Background: an optimization exercise with open tools, aiming at small area and a short achievable clock period. Do not read the settings as production practice.
The RTL was checked by simulation tests, not by an equivalence proof against the original design.
Power and IR drop assume default switching activity.

== run A ==
Design mult_top, start of the top module:
module mult_top(
    input clk,
    input  [15:0] x,
    input  [15:0] y,
    output reg [31:0] p_out
    );
    wire [17:0] e;
    wire        sf0, s;
    wire [3:0]  nx, ny;
    wire [2:0]  fx, fy;
    elm_stage1 s1(.x(x), .y(y), .e(e), .sf0(sf0),
                  .nx(nx), .fx(fx), .ny(ny), .fy(fy), .s(s));
    reg [17:0] e_r;
    reg        sf0_r, s_r, z_r;
    reg [6:0]  lx_r, ly_r;
    always @(posedge clk) begin
        e_r   <= e;
        sf0_r <= sf0;
        s_r   <= s;
        z_r   <= ~((x[13] | (|x[7:0])) & (y[13] | (|y[7:0])));
        lx_r  <= {nx, fx};
        ly_r  <= {ny, fy};
    end
    wire [7:0]  l = {1'b0, lx_r} + {1'b0, ly_r};
    wire [31:0] p;
    elm_stage2 s2(.e(e_r), .sf0(sf0_r), .l(l), .s(s_r), .z(z_r), .p(p));
    always @(posedge clk)
        p_out <= p;
endmodule
clock: 7.0 ns
lec_check: 0
abc_area: 1
cap_margin: 20
core_margin: 2
core_utilization: 40
setup_slack_margin: 2.5
slew_margin: 20
standard.sh (not shown) runs the stock make flow with config.mk's settings and CLKGATE_MAP_FILE= SYNTH_SCRIPT=/design/flow/synth_recipe.tcl, a recipe that flattens the netlist after the stock synthesis.
==> flow/flow/run.sh <==
#!/bin/bash
# Layout flow: the standard ORFS flow (standard.sh) with two changes:
#  - Yosys's full/half adder extraction is off (ADDER_MAP_FILE empty), so ABC
#    maps the adders itself;
#  - the port buffers are sky130_fd_sc_hd__buf_2 instead of the delay buffer
#    buffer_ports picks by default.
# make's full output goes to flow_make.log; each tool's log is under orfs/logs/.
set -euo pipefail
cd "$(dirname "$0")/.."
bash standard.sh ADDER_MAP_FILE= "BUFFER_PORTS_ARGS=-buffer_cell sky130_fd_sc_hd__buf_2"  finish > flow_make.log 2>&1
> inputs changed (run A -> run B)
==> flow/flow/run.sh <==
#!/bin/bash
# Layout flow: the standard ORFS flow (standard.sh) with Yosys's full/half
# adder extraction turned off (ADDER_MAP_FILE empty), so that ABC maps the
# adders itself. Everything else, including the synthesis script, is standard.
set -euo pipefail
cd "$(dirname "$0")/.."
bash standard.sh ADDER_MAP_FILE= finish > flow_make.log 2>&1
-- flow/config.mk --
<<< run A, line 10
export CORE_MARGIN = 2
export CORE_UTILIZATION = 40
export SETUP_SLACK_MARGIN = 2.5
export SLEW_MARGIN = 20
>>> run B, line 10
export CORE_MARGIN = 2
export CORE_UTILIZATION = 40
export SETUP_SLACK_MARGIN = 3.0
export SLEW_MARGIN = 20
Run B went all the way through the flow, and no timing, DRC or antenna check failed.
Worst IR drop on VDD delta for run B relative to run A: 9.4% higher
The critical path's slowest cell comes out sky130_fd_sc_hd__clkdlybuf4s50_1 in one run and sky130_fd_sc_hd__nand2_1 in the other, namely in run B and run A respectively.
Delta(count of clock-buffer cells in the layout, run B - run A) > 0
Cmp run A and run B / total number of vias / higher: run B
Run B against run A: fraction of met3 tracks used by global routing -0.45 points; headroom to the max-slew limit -9.2 points; total power +0.042 mW.
NOTE: count of non-CTS buffers in the layout in run B exceeds that of run A
The higher design area of run A and run B is in run B.
Compared with run A, in run B part of the power in registers now smaller; setup slack of the worst register-to-register path comparable.
Setup changes, run B to run C
==> flow/run.sh (new file) <==
#!/bin/bash
# synth_recipe.tcl (not shown) runs the flow's synth.tcl, then flattens the netlist and writes it again
# the make line also repeats each setting of config.mk as NAME=value (left out here)
make -C /OpenROAD-flow-scripts/flow DESIGN_CONFIG=/design/flow/config.mk WORK_HOME=/design/flow/orfs CLKGATE_MAP_FILE= SYNTH_SCRIPT=/design/flow/synth_recipe.tcl finish
==> flow/config.mk <==
export PLATFORM = sky130hd
export DESIGN_NAME = mult_top
export DESIGN_NICKNAME = mult_top
export VERILOG_FILES = /design/flow/design.v
export SDC_FILE = /design/flow/constraint.sdc
export NUM_CORES = 4
export LEC_CHECK = 0
export CAP_MARGIN = 20
export CORE_MARGIN = 2
export CORE_UTILIZATION = 40
export SLEW_MARGIN = 20
removed: flow/flow/run.sh
removed: flow/standard.sh
## What came out
Worst hold margin in run C is 0.023 ns below run B.
Global-route usage: run B vs run C, no meaningful difference
Run C — actual transition at the worst max-transition pin 0.094 ns lower, run B as reference
Relative slew slack, run B and run C: larger value in run C
Run C: clock network power share 0.2 points above run B
Final cell count in run C vs run B: down 250
Looking at dominant combinational cell family by area after synthesis, the compound AO/OA/AOI/OAI gates result is from run C; the simple AND/OR/NAND/NOR gates one comes from run B.


Setup of wip/juniper:
The RTL this note starts from:
==> flow/design.v <==
module elm_log13(
    input  [12:0] a,
    output [3:0]  n,
    output [2:0]  f
    );
    wire        z3 = ~|a[12:5];
    wire [12:0] a1 = z3 ? {a[4:0], 8'd0} : a;
    wire        z2 = ~|a1[12:9];
    wire [12:0] a2 = z2 ? {a1[8:0], 4'd0} : a1;
    wire        z1 = ~|a2[12:11];
    wire [12:0] a3 = z1 ? {a2[10:0], 2'd0} : a2;
    wire        z0 = ~a3[12];
    wire [11:0] a4 = z0 ? {a3[10:0], 1'b0} : a3[11:0];
    wire        az = ~a3[12] & ~a3[11];
    assign n = az ? 4'd0 : 4'd12 - {z3, z2, z1, z0};
    assign f = a4[11:9];
endmodule
module elm_stage1(
    input  [15:0] x,
    input  [15:0] y,
    output [8:0]  el,
    output        ec,
    output [8:0]  eh,
    output        sf0,
    output [3:0]  nx,
    output [2:0]  fx,
    output [3:0]  ny,
    output [2:0]  fy,
    output        s
    );
    wire x_one = x[13] ^ x[14];
    wire x_two = ~x_one & (x[15] ^ x[14]);
    wire x_neg = x[15] & ~(x[14] & x[13]);
    wire y_one = y[13] ^ y[14];
    wire y_two = ~y_one & (y[15] ^ y[14]);
    wire y_neg = y[15] & ~(y[14] & y[13]);
    wire [17:0] ys = {{2{y[15]}}, y};
    wire [17:0] xs = {{4{x[13]}}, x[13:0]};
    wire [17:0] pa = (({18{x_one}} & ys) | ({18{x_two}} & {ys[16:0], 1'b0})) ^ {18{x_neg}};
    wire [17:0] pb = (({18{y_one}} & xs) | ({18{y_two}} & {xs[16:0], 1'b0})) ^ {18{y_neg}};
    assign {ec, el} = {1'b0, pa[8:0]} + {1'b0, pb[8:0]} + {9'd0, x_neg};
    assign eh = pa[17:9] + pb[17:9];
    assign sf0 = y_neg;
    elm_log13 lx(.a(x[12:0] ^ {13{x[13]}}), .n(nx), .f(fx));
    elm_log13 ly(.a(y[12:0] ^ {13{y[13]}}), .n(ny), .f(fy));
    wire nz = (x[13] | (|x[7:0])) & (y[13] | (|y[7:0]));
    assign s = nz & (x[13] ^ y[13]);
endmodule
module elm_stage2(
    input  [8:0]  el,
    input         ec,
    input  [8:0]  eh,
    input         sf0,
    input  [7:0]  l,
    input         s,
    input         z,
    output [13:0] pl,
    output [8:0]  ql,
    output        qc,
    output [8:0]  qh
    );
    wire [4:0] k = l[7:3];
    wire [2:0] f = l[2:0];
    wire [3:0]  mm = z ? 4'd0 : ({1'b1, f} ^ {4{s}});
    wire [4:0]  x1 = k[0] ? {mm, s} : {s, mm};
    wire [6:0]  x2 = k[1] ? {x1, {2{s}}} : {{2{s}}, x1};
    wire [10:0] x3 = k[2] ? {x2, {4{s}}} : {{4{s}}, x2};
    wire [18:0] x4 = k[3] ? {x3, {8{s}}} : {{8{s}}, x3};
    wire [28:3] x5 = k[4] ? {x4[12:0], {13{s}}} : {{10{s}}, x4[18:3]};
    wire [27:0] m  = {s, s, x5};
    wire        lo = (k <= 5'd13) | ((k == 5'd14) & (|f))
                   | ((k == 5'd15) & (f[1] | f[0])) | ((k == 5'd16) & f[0]);
    wire        c14 = sf0 & ~z & (s | lo);
    assign pl = m[13:0] - {13'd0, sf0};
    assign {qc, ql} = {1'b0, el} + {1'b0, m[22:14]} + {9'd0, c14};
    assign qh = eh + {{4{m[27]}}, m[27:23]} + {8'd0, ec};
endmodule
module mult_top(
    input clk,
    input  [15:0] x,
    input  [15:0] y,
    output [31:0] p_out
    );
    wire [8:0]  el, eh;
    wire        ec, sf0, s;
    wire [3:0]  nx, ny;
    wire [2:0]  fx, fy;
    elm_stage1 s1(.x(x), .y(y), .el(el), .ec(ec), .eh(eh), .sf0(sf0),
                  .nx(nx), .fx(fx), .ny(ny), .fy(fy), .s(s));
    reg [8:0]  el_r, eh_r;
    reg        ec_r, sf0_r, s_r, z_r;
    reg [6:0]  lx_r, ly_r;
    always @(posedge clk) begin
        el_r  <= el;
        ec_r  <= ec;
        eh_r  <= eh;
        sf0_r <= sf0;
        s_r   <= s;
        z_r   <= ~((x[13] | (|x[7:0])) & (y[13] | (|y[7:0])));
        lx_r  <= {nx, fx};
        ly_r  <= {ny, fy};
    end
    wire [7:0]  l = {1'b0, lx_r} + {1'b0, ly_r};
    wire [13:0] pl;
    wire [8:0]  ql, qh;
    wire        qc;
    elm_stage2 s2(.el(el_r), .ec(ec_r), .eh(eh_r), .sf0(sf0_r), .l(l), .s(s_r), .z(z_r),
                  .pl(pl), .ql(ql), .qc(qc), .qh(qh));
    reg [13:0] pl_q;
    reg [8:0]  ql_q, qh_q;
    reg        qc_q;
    always @(posedge clk) begin
        pl_q <= pl;
        ql_q <= ql;
        qc_q <= qc;
        qh_q <= qh;
    end
    assign p_out = {qh_q + {8'd0, qc_q}, ql_q, pl_q};
endmodule
Settings: LEC_CHECK=0, ABC_AREA=1, CAP_MARGIN=20, CORE_MARGIN=2, CORE_UTILIZATION=40, SETUP_SLACK_MARGIN=3.4, SLEW_MARGIN=20; clock period 7.0 ns.
==> flow/flow/run.sh <==
#!/bin/bash
# Layout flow: the standard ORFS flow (standard.sh) with two changes:
#  - Yosys's full/half adder extraction is off (ADDER_MAP_FILE empty), so ABC
#    maps the adders itself;
#  - the port buffers are sky130_fd_sc_hd__buf_2 instead of the delay buffer
#    buffer_ports picks by default.
# make's full output goes to flow_make.log; each tool's log is under orfs/logs/.
set -euo pipefail
cd "$(dirname "$0")/.."
bash standard.sh ADDER_MAP_FILE= "BUFFER_PORTS_ARGS=-buffer_cell sky130_fd_sc_hd__buf_2"  finish > flow_make.log 2>&1
Having completed the whole flow, wip/juniper delivered a layout that passed the timing, design-rule and antenna checks.
Modified inputs, wip/willow compared to wip/juniper
- setting CTS_CLUSTER_SIZE to 30 for the first time
- changing SETUP_SLACK_MARGIN from 3.4 to 3.3
- setting CTS_BUF_LIST to sky130_fd_sc_hd__clkbuf_8 for the first time
- setting CTS_CLUSTER_DIAMETER to 100 for the first time
## What came out
- Going from wip/juniper to wip/willow, logic gate share of total power increased by 3.0 points relative to the old numbers, sequential power closely matched the old numbers.
- In wip/willow, wire length is lower than in wip/juniper.
- Total chip power sits lower in wip/willow than in wip/juniper.
- Between wip/juniper and wip/willow, the worst setup slack after layout is higher for wip/juniper.
- Relative to wip/juniper, the number of stages on the worst setup path of wip/willow is higher by 1.
Inputs modified between wip/willow and wip/violet:
- CTS_CLUSTER_SIZE: 30 -> unset
- SETUP_SLACK_MARGIN: 3.3 -> 3.2
- CTS_CLUSTER_DIAMETER: 100 -> unset
Findings:
wip/violet went all the way through synthesis, placement and routing and the layout is clean on timing, DRC and antenna.
Diff wip/willow..wip/violet | global-route usage | unchanged
wip/violet — post-route fraction of the period consumed by the critical path 2.1 points higher, wip/willow as reference
There was hardly any difference in clock power between wip/violet and wip/willow.
Total routed wirelength across wip/willow and wip/violet: no real change.
Cmp wip/violet vs wip/willow: design area lower in wip/violet
The core utilization of the finished layout in wip/violet sits 0.19 points below the value recorded for wip/willow.
Number of stages on the worst setup path | wip/violet below wip/willow
Going from wip/willow to wip/violet, number of resized instances in the post-cts repair step shrinks by 1.
Edits applied to the flow inputs when going from wip/violet to wip/xenon:
- swapping 40 for 60 in CORE_UTILIZATION
- swapping 3.2 for 3.3 in SETUP_SLACK_MARGIN
Results
- Against wip/violet, overall routed net length in wip/xenon came out worse.
- wip/xenon vs wip/violet: critical path depth up
- Re gate count after technology mapping: no difference whatsoever between wip/xenon and wip/violet.
- Comparing wip/violet and wip/xenon, area growth from synthesis to layout is lower on wip/violet.
- The non-clock buffer count number comes out higher for wip/xenon vs wip/violet.
- Number of clock-tree buffers in the layout for wip/xenon: 4 down relative to wip/violet
- Measured against each other, wip/violet and wip/xenon differ in clock power, the lower figure coming from wip/violet.
- From wip/violet to wip/xenon the numbers moved as follows: reported net switching power higher, post-layout minimum cycle time now sits lower.
Here is what was changed in the inputs of wip/zinc compared with wip/xenon.
- SETUP_SLACK_MARGIN now 3.6, was 3.3
- CTS_BUF_LIST no longer set, was sky130_fd_sc_hd__clkbuf_8
- CORE_UTILIZATION now 40, was 60
### Flow results
- wip/zinc against wip/xenon: worst clock skew has remained practically unchanged, non-clock buffer count has increased, placed cell count has increased, maximum frequency has increased, critical path depth has decreased.
- Biggest fanout along the worst timing path was higher in wip/xenon than in wip/zinc.
- or2_1 as the critical-path cell with the highest stage delay was reported by wip/zinc, and mux2i_1 by wip/xenon.
- Going from wip/xenon to wip/zinc, final critical-path share of the clock period shrinks by 2.6 points.
- Data required time of the critical path ends up higher on wip/xenon.
- STATUS power: wip/zinc loses against wip/xenon

port drivers added, routing unchanged:
The flow's constraints put no driver on any port. The routed layouts listed below were extracted and timed again, unchanged, in two steps. Step 1 assumes that a clkbuf_16 drives the clock port and a buf_2 every other input. Step 2 adds t to the input delays and takes it off the output delays; t is the mean of the earliest and latest rising clock arrival at the registers after step 1. Input paths then give back, and output paths get back, about the clock's delay inside the block. a / b / c = ideal / step 1 / step 2; a / b = the first two.
run | t, ns | slack for setup (ns) | worst slew at a driven data input, ns
run A | 0.373 | 2.885 / 2.902 / 2.528 | 0.03
run B | 0.369 | 3.122 / 3.139 / 2.770 | 0.04
run C | 0.368 | 1.014 / 1.014 / 1.014 | 0.05
wip/juniper | 0.364 | 3.622 / 3.629 / 3.264 | 0.04
wip/willow | 0.378 | 3.613 / 3.608 / 3.231 | 0.04
wip/violet | 0.378 | 3.468 / 3.481 / 3.103 | 0.03
wip/xenon | 0.384 | 3.540 / 3.533 / 3.149 | 0.04
wip/zinc | 0.363 | 3.722 / 3.712 / 3.349 | 0.06
After both steps every run listed still meets setup and hold. For wip/xenon, which loses most, drivers alone change the setup slack by -0.007 ns; drivers and shift together by -0.391 ns.
